Background: an optimization exercise with open tools, aiming at small area. Do not read the settings as production practice. In this exercise RTL edits were held to simulation tests only and were not proved equivalent to the original. Power and IR drop assume default switching activity.

==> wip/garnet: inputs <==
==> flow/design.v <==
module hvsync_generator(clk, reset, vga_h_sync, vga_v_sync, inDisplayArea, CounterX, CounterY, ResetCollision);
input clk;
input reset;
output vga_h_sync;
output vga_v_sync;
output inDisplayArea;
output [9:0] CounterX;
output [8:0] CounterY;
output ResetCollision;
reg [9:0] CounterX;
reg [8:0] CounterY;
reg [1:0] ph;
wire pce = (ph == 2'b11);
wire CounterXmaxed = CounterX[9] & (&CounterX[7:0]);
wire wrap = pce & CounterXmaxed;
wire [11:0] cx = {CounterX, ph};
wire [11:0] tc;
wire [8:0] ty;
assign tc[0] = 1'b1;
assign ty[0] = wrap;
genvar gi;
generate
for (gi = 1; gi < 12; gi = gi + 1) begin : gtc
	assign tc[gi] = tc[gi-1] & cx[gi-1];
end
for (gi = 1; gi < 9; gi = gi + 1) begin : gty
	assign ty[gi] = ty[gi-1] & CounterY[gi-1];
end
endgenerate
always @(posedge clk)
if (reset)
	{CounterX, ph} <= {10'd0, 2'b10};
else if (wrap)
	{CounterX, ph} <= 12'd0;
else
	{CounterX, ph} <= cx ^ tc;
always @(posedge clk)
if (reset)
	CounterY <= 9'd0;
else
	CounterY <= CounterY ^ ty;
wire x0 = (CounterX[9:1] == 9'd0);        
wire y500 = (CounterY[8:1] == 8'd250);    
wire hs = (CounterX[9:4] == 6'h2D) ? (CounterX[3:0] != 4'd0) : (CounterX == 10'd736);
wire vs = y500 & (CounterY[0] == (x0 & ~CounterX[0]));
assign inDisplayArea = ~(CounterX[9] & (CounterX[8] | CounterX[7])) & (CounterY != 9'd0) &
	~((&CounterY[8:5]) & (CounterY[4:0] != 5'd0));
assign ResetCollision = y500 & ~CounterY[0] & x0 & (CounterX[0] ? (ph == 2'b00) : (ph != 2'b00));
assign vga_h_sync = ~hs;
assign vga_v_sync = ~vs;
endmodule
module pong(
output vga_h_sync, vga_v_sync,
output [3:0] vga_R, vga_G, vga_B,
input clk,
input btnL,
input btnR,
input reset,
input [9:0] start_x,      
input [8:0] start_y,
input start_dir_x,
input start_dir_y,
input [8:0] start_paddle  
);
wire inDisplayArea;
wire [9:0] CounterX;
wire [8:0] CounterY;
wire ResetCollision;
hvsync_generator syncgen(.clk(clk), .reset(reset), .vga_h_sync(vga_h_sync), .vga_v_sync(vga_v_sync),
  .inDisplayArea(inDisplayArea), .CounterX(CounterX), .CounterY(CounterY), .ResetCollision(ResetCollision));
wire moveL, moveR;
btn_counter cntL(.clk(clk), .reset(reset), .btn(btnL), .move(moveL));
btn_counter cntR(.clk(clk), .reset(reset), .btn(btnR), .move(moveR));
reg [8:0] nPaddle;
wire [8:0] np;
wire stepP = moveL | moveR;
ripple_add #(9) addp(.a(nPaddle), .b({{8{moveR & ~moveL}}, stepP}), .s(np));    
always @(posedge clk)
if (reset)
	nPaddle <= ~start_paddle;
else
	nPaddle <= np;
reg [9:0] nballX;
reg [8:0] nballY;
reg ball_inX, ball_inY;
wire xlo = &(CounterX[2:0] ^ nballX[2:0]);
wire ylo = &(CounterY[2:0] ^ nballY[2:0]);
wire [7:0] ux;    
wire [6:0] uy;    
ripple_sub #(7) subx(.a(CounterX[9:3]), .nb(nballX[9:3]), .d(ux));
ripple_sub #(6) suby(.a(CounterY[8:3]), .nb(nballY[8:3]), .d(uy));
wire dx0  = xlo & (ux == 8'd0);
wire dx8  = xlo & (ux == 8'd1);
wire dx16 = xlo & (ux == 8'd2);
wire dy0  = ylo & (uy == 7'd0);
wire dy8  = ylo & (uy == 7'd1);
wire dy16 = ylo & (uy == 7'd2);
always @(posedge clk)
if (reset) ball_inX <= 1'b0;
else if (!ball_inX) ball_inX <= dx0 & ball_inY;
else ball_inX <= !dx16;
always @(posedge clk)
if (reset) ball_inY <= 1'b0;
else if (!ball_inY) ball_inY <= dy0;
else ball_inY <= !dy16;
wire ball = ball_inX & ball_inY;
wire border = (CounterX[9:3]==7'd0) || (CounterX[9:3]==7'd79) || (CounterY[8:3]==6'd0) || (CounterY[8:3]==6'd59);
wire [10:0] dp;
ripple_sub #(10) subp(.a(CounterX), .nb({1'b1, nPaddle}), .d(dp));
wire paddle = (dp[10:7] == 4'd0) && (dp[6:3] != 4'd0) && !((dp[6:3] == 4'hF) && (dp[2:0] != 3'd0)) && (CounterY[8:4]==5'd27);
wire BouncingObject = border | paddle;
reg CollisionX1, CollisionX2, CollisionY1, CollisionY2;
always @(posedge clk) if (reset | ResetCollision) CollisionX1 <= 1'b0; else if (BouncingObject & dx0  & dy8 ) CollisionX1 <= 1'b1;
always @(posedge clk) if (reset | ResetCollision) CollisionX2 <= 1'b0; else if (BouncingObject & dx16 & dy8 ) CollisionX2 <= 1'b1;
always @(posedge clk) if (reset | ResetCollision) CollisionY1 <= 1'b0; else if (BouncingObject & dx8  & dy0 ) CollisionY1 <= 1'b1;
always @(posedge clk) if (reset | ResetCollision) CollisionY2 <= 1'b0; else if (BouncingObject & dx8  & dy16) CollisionY2 <= 1'b1;
reg ball_dirX, ball_dirY;
wire stepX = ResetCollision & ~(CollisionX1 & CollisionX2);    
wire stepY = ResetCollision & ~(CollisionY1 & CollisionY2);
wire [9:0] nx;
wire [8:0] ny;
ripple_add #(10) addx(.a(nballX), .b({{9{stepX & ~ball_dirX}}, stepX}), .s(nx));
ripple_add #(9)  addy(.a(nballY), .b({{8{stepY & ~ball_dirY}}, stepY}), .s(ny));
always @(posedge clk)
if (reset) begin
	nballX <= ~start_x;
	nballY <= ~start_y;
end else begin
	nballX <= nx;
	nballY <= ny;
end
always @(posedge clk)
if (reset) begin
	ball_dirX <= start_dir_x;
	ball_dirY <= start_dir_y;
end else begin
	if (stepX) begin
		if (CollisionX2) ball_dirX <= 1'b1; else if (CollisionX1) ball_dirX <= 1'b0;
	end
	if (stepY) begin
		if (CollisionY2) ball_dirY <= 1'b1; else if (CollisionY1) ball_dirY <= 1'b0;
	end
end
wire G = BouncingObject | ball;
wire R = G | (CounterX[3] ^ CounterY[3]);
reg red, grn;
always @(posedge clk)
if (reset) begin
	red <= 1'b0;
	grn <= 1'b0;
end else begin
	red <= R & inDisplayArea;
	grn <= G & inDisplayArea;
end
assign vga_R = {3'b000, red};
assign vga_G = {3'b000, grn};
assign vga_B = {3'b000, grn};
endmodule
module btn_counter(input clk, input reset, input btn, output move);
localparam [17:0] LFSR_HIT  = 18'h111c6;
localparam [17:0] LFSR_MASK = 18'h3ffdd;
reg [17:0] cnt;
assign move = btn & ((cnt & LFSR_MASK) == (LFSR_HIT & LFSR_MASK));
always @(posedge clk)
if (reset | move)
	cnt <= 18'd0;
else if (btn)
	cnt <= {cnt[16:0], ~(cnt[17] ^ cnt[10])};
endmodule
module ripple_sub #(parameter N = 8) (input [N-1:0] a, input [N-1:0] nb, output [N:0] d);
wire [N:0] c;
assign c[0] = 1'b1;
genvar i;
generate
for (i = 0; i < N; i = i + 1) begin : g
	assign d[i] = a[i] ^ nb[i] ^ c[i];
	assign c[i+1] = (a[i] & nb[i]) | (c[i] & (a[i] ^ nb[i]));
end
endgenerate
assign d[N] = ~c[N];
endmodule
module ripple_add #(parameter N = 8) (input [N-1:0] a, input [N-1:0] b, output [N-1:0] s);
wire [N:0] c;
assign c[0] = 1'b0;
genvar i;
generate
for (i = 0; i < N; i = i + 1) begin : g
	assign s[i] = a[i] ^ b[i] ^ c[i];
	assign c[i+1] = (a[i] & b[i]) | (c[i] & (a[i] ^ b[i]));
end
endgenerate
endmodule
==> flow/flow/run.sh <==
#!/bin/bash
# The standard layout (the standard.sh, its synthesis unchanged), with two
# changes: the port buffers are the smallest buffer, and clock tree synthesis
# adds no dummy loads.
set -euo pipefail
bash standard.sh \
  BUFFER_PORTS_ARGS="-buffer_cell sky130_fd_sc_hd__buf_1" \
  CTS_ARGS="-sink_clustering_enable -repair_clock_nets -buf_list sky130_fd_sc_hd__clkbuf_16 -dont_use_dummy_load" \
  finish > flow_make.log 2>&1
==> flow/standard.sh <==
#!/bin/bash
# synth_recipe.tcl (not shown) runs the flow's synth.tcl, then flattens the netlist and writes it again
# the make line also repeats each setting of config.mk as NAME=value (left out here)
make -C /OpenROAD-flow-scripts/flow DESIGN_CONFIG=/design/flow/config.mk WORK_HOME=/design/flow/orfs CLKGATE_MAP_FILE= SYNTH_SCRIPT=/design/flow/synth_recipe.tcl "${@:-finish}"
==> flow/config.mk <==
export PLATFORM = sky130hd
export DESIGN_NAME = pong
export DESIGN_NICKNAME = pong
export VERILOG_FILES = /design/flow/design.v
export SDC_FILE = /design/flow/constraint.sdc
export NUM_CORES = 4
export LEC_CHECK = 0
export CAP_MARGIN = 20
export CORE_MARGIN = 2
export CORE_UTILIZATION = 60
export CTS_BUF_LIST = sky130_fd_sc_hd__clkbuf_8
export SLEW_MARGIN = 20
==> flow/constraint.sdc <==
create_clock -name core_clock -period 10.0 [get_ports {clk}]
set_input_delay 2.0000 -clock core_clock [delete_from_list [all_inputs] [get_ports {clk}]]
set_output_delay 2.0000 -clock core_clock [all_outputs]
set_load 0.01 [all_outputs]
==> wip/onyx (differences from wip/garnet) <==
==> flow/design.v, changed modules only <==
module pong(
output vga_h_sync, vga_v_sync,
output [3:0] vga_R, vga_G, vga_B,
input clk,
input btnL,
input btnR,
input reset,
input [9:0] start_x,      
input [8:0] start_y,
input start_dir_x,
input start_dir_y,
input [8:0] start_paddle  
);
wire inDisplayArea;
wire [9:0] CounterX;
wire [8:0] CounterY;
wire ResetCollision;
hvsync_generator syncgen(.clk(clk), .reset(reset), .vga_h_sync(vga_h_sync), .vga_v_sync(vga_v_sync),
  .inDisplayArea(inDisplayArea), .CounterX(CounterX), .CounterY(CounterY), .ResetCollision(ResetCollision));
wire moveL, moveR;
btn_counter cntL(.clk(clk), .reset(reset), .btn(btnL), .move(moveL));
btn_counter cntR(.clk(clk), .reset(reset), .btn(btnR), .move(moveR));
reg [8:0] PaddlePosition;
wire [8:0] tp;
assign tp[0] = moveL | moveR;
genvar gi;
generate
for (gi = 1; gi < 9; gi = gi + 1) begin : gtp
	assign tp[gi] = tp[gi-1] & (PaddlePosition[gi-1] ^ moveL);    
end
endgenerate
always @(posedge clk)
if (reset)
	PaddlePosition <= start_paddle;
else
	PaddlePosition <= PaddlePosition ^ tp;
reg [9:0] ballX;
reg [8:0] ballY;
reg ball_inX, ball_inY;
wire xlo = (CounterX[2:0] == ballX[2:0]);
wire ylo = (CounterY[2:0] == ballY[2:0]);
wire [7:0] ux;    
wire [6:0] uy;    
ripple_sub #(7) subx(.a(CounterX[9:3]), .b(ballX[9:3]), .d(ux));
ripple_sub #(6) suby(.a(CounterY[8:3]), .b(ballY[8:3]), .d(uy));
wire dx0  = xlo & (ux == 8'd0);
wire dx8  = xlo & (ux == 8'd1);
wire dx16 = xlo & (ux == 8'd2);
wire dy0  = ylo & (uy == 7'd0);
wire dy8  = ylo & (uy == 7'd1);
wire dy16 = ylo & (uy == 7'd2);
always @(posedge clk)
if (reset) ball_inX <= 1'b0;
else if (!ball_inX) ball_inX <= dx0 & ball_inY;
else ball_inX <= !dx16;
always @(posedge clk)
if (reset) ball_inY <= 1'b0;
else if (!ball_inY) ball_inY <= dy0;
else ball_inY <= !dy16;
wire ball = ball_inX & ball_inY;
wire border = (CounterX[9:3]==7'd0) || (CounterX[9:3]==7'd79) || (CounterY[8:3]==6'd0) || (CounterY[8:3]==6'd59);
wire [10:0] dp;
ripple_sub #(10) subp(.a(CounterX), .b({1'b0, PaddlePosition}), .d(dp));
wire paddle = (dp[10:7] == 4'd0) && (dp[6:3] != 4'd0) && !((dp[6:3] == 4'hF) && (dp[2:0] != 3'd0)) && (CounterY[8:4]==5'd27);
wire BouncingObject = border | paddle;
reg CollisionX1, CollisionX2, CollisionY1, CollisionY2;
always @(posedge clk) if (reset | ResetCollision) CollisionX1 <= 1'b0; else if (BouncingObject & dx0  & dy8 ) CollisionX1 <= 1'b1;
always @(posedge clk) if (reset | ResetCollision) CollisionX2 <= 1'b0; else if (BouncingObject & dx16 & dy8 ) CollisionX2 <= 1'b1;
always @(posedge clk) if (reset | ResetCollision) CollisionY1 <= 1'b0; else if (BouncingObject & dx8  & dy0 ) CollisionY1 <= 1'b1;
always @(posedge clk) if (reset | ResetCollision) CollisionY2 <= 1'b0; else if (BouncingObject & dx8  & dy16) CollisionY2 <= 1'b1;
reg ball_dirX, ball_dirY;
wire stepX = ResetCollision & ~(CollisionX1 & CollisionX2);    
wire stepY = ResetCollision & ~(CollisionY1 & CollisionY2);
wire [9:0] tx;
wire [8:0] ty;
assign tx[0] = stepX;
assign ty[0] = stepY;
generate
for (gi = 1; gi < 10; gi = gi + 1) begin : gtx
	assign tx[gi] = tx[gi-1] & (ballX[gi-1] ^ ball_dirX);
end
for (gi = 1; gi < 9; gi = gi + 1) begin : gty
	assign ty[gi] = ty[gi-1] & (ballY[gi-1] ^ ball_dirY);
end
endgenerate
always @(posedge clk)
if (reset) begin
	ballX <= start_x;
	ballY <= start_y;
end else begin
	ballX <= ballX ^ tx;
	ballY <= ballY ^ ty;
end
always @(posedge clk)
if (reset) begin
	ball_dirX <= start_dir_x;
	ball_dirY <= start_dir_y;
end else begin
	if (stepX) begin
		if (CollisionX2) ball_dirX <= 1'b1; else if (CollisionX1) ball_dirX <= 1'b0;
	end
	if (stepY) begin
		if (CollisionY2) ball_dirY <= 1'b1; else if (CollisionY1) ball_dirY <= 1'b0;
	end
end
wire G = BouncingObject | ball;
wire R = G | (CounterX[3] ^ CounterY[3]);
reg red, grn;
always @(posedge clk)
if (reset) begin
	red <= 1'b0;
	grn <= 1'b0;
end else begin
	red <= R & inDisplayArea;
	grn <= G & inDisplayArea;
end
assign vga_R = {3'b000, red};
assign vga_G = {3'b000, grn};
assign vga_B = {3'b000, grn};
endmodule
module ripple_sub #(parameter N = 8) (input [N-1:0] a, input [N-1:0] b, output [N:0] d);
wire [N:0] bw;
assign bw[0] = 1'b0;
genvar i;
generate
for (i = 0; i < N; i = i + 1) begin : g
	assign d[i] = a[i] ^ b[i] ^ bw[i];
	assign bw[i+1] = (~a[i] & b[i]) | (~(a[i] ^ b[i]) & bw[i]);
end
endgenerate
assign d[N] = bw[N];
endmodule
// module ripple_add removed
--- a/flow/flow/run.sh
+++ b/flow/flow/run.sh
@@ -7,3 +7,3 @@
   BUFFER_PORTS_ARGS="-buffer_cell sky130_fd_sc_hd__buf_1" \
-  CTS_ARGS="-sink_clustering_enable -repair_clock_nets -buf_list sky130_fd_sc_hd__clkbuf_16 -dont_use_dummy_load" \
+  CTS_ARGS="-sink_clustering_enable -repair_clock_nets -buf_list sky130_fd_sc_hd__clkbuf_8 -dont_use_dummy_load" \
   finish > flow_make.log 2>&1
==> notes.md <==
- wip/garnet ran to the end with no violations. wip/onyx completed with no timing, DRC or antenna violations.
- Of wip/onyx and wip/garnet, wip/onyx has the higher synthesized cell count (gap about 14%, measured against wip/garnet).
- Against wip/onyx, the global-route usage of wip/garnet is lower by 1.0 points.
- Between wip/onyx and wip/garnet, the lower fmax is in wip/garnet (gap 33%, measured against wip/garnet).
- Between wip/onyx and wip/garnet, the lower cell count is in wip/garnet (gap about 10%, measured against wip/garnet).
- Of wip/onyx and wip/garnet, wip/onyx has the higher die area (gap about 3.7%, measured against wip/garnet).
- Against wip/onyx, the clock skew of wip/garnet is lower by 0.012 ns.
- Against wip/garnet, the first-iteration DRC count of wip/onyx is higher by 37%.
- Against wip/onyx, the total power of wip/garnet is higher by about 9%.
- Of wip/garnet and wip/onyx, wip/garnet has the higher clock power (gap 42%, measured against wip/onyx).
==> figures <==
| item | wip/garnet | wip/onyx |
|---|---|---|
| Run status | no timing/DRC/antenna violations | no timing/DRC/antenna violations |
| # Taps | 105 | 108 |
| Post-layout min period | 6.59 ns | 4.96 ns |
| Synthesized-area fraction occupied by and/or/nand/nor cells | 0.157 | 0.220 |
| Die W | 95.9 microns | 97.7 microns |
| Worst-case setup slack after placement | 3.05 ns | 5.04 ns |
| Switching power as a share of total power | 0.234 | 0.265 |
| Overall global routing resource usage | 0.206 | 0.216 |
| Power Clock | 285 uW | 200 uW |
| Source of the worst register-to-register timing path | syncgen.CounterY[3] | syncgen.CounterX[3] |
| Summed area of non-filler cells in the final layout | 5490 sq um | 5560 sq um |
| Die H | 95.9 microns | 97.7 microns |
| Clock share of power | 0.371 | 0.284 |
| Signed area change from the synthesized netlist to the final layout | 8.25% | 5.59% |
| Detailed placer's ending HPWL | 6.76 mm | 7.14 mm |
| Multi-Input Combinational | 335 | 414 |
| Crit. Startpoint | btnL | syncgen.CounterX[3] |
| Starting utilization of the core area | 0.617 | 0.612 |
| 1st-iter DRT viols | 68 | 93 |
| Placed Instance Area | 5260 sq um | 5430 sq um |

-- port drivers added, routing unchanged --
In the flow no input, the clock included, has a driving cell. The finished layouts below were timed again as built, in two steps. Step 1 (the two cells are an assumption about what drives the block):
set clk [get_ports {clk}]
set_driving_cell -lib_cell sky130_fd_sc_hd__clkbuf_16 $clk
set_driving_cell -lib_cell sky130_fd_sc_hd__buf_2 [delete_from_list [all_inputs] $clk]
Step 2 also shifts input and output timing later by t, the mid clock arrival at the registers, as if the neighbouring blocks saw the same clock. Three values: ideal ports, drivers, drivers and shift; two values: the first two.
| run | shift t [ns] | setup slack, ns | worst register clock-pin slew, ns | worst data-port slew with drivers (ns) |
|---|---|---|---|---|
| wip/garnet | 0.369 | 3.412 / 3.427 / 3.057 | 0.07 / 0.07 | 0.03 |
| wip/onyx | 0.392 | 5.040 / 5.040 / 5.040 | 0.10 / 0.10 | 0.04 |
After both steps every run listed still meets setup and hold. For wip/garnet, which loses most, drivers alone change the setup slack by +0.015 ns; drivers and shift together by -0.355 ns.
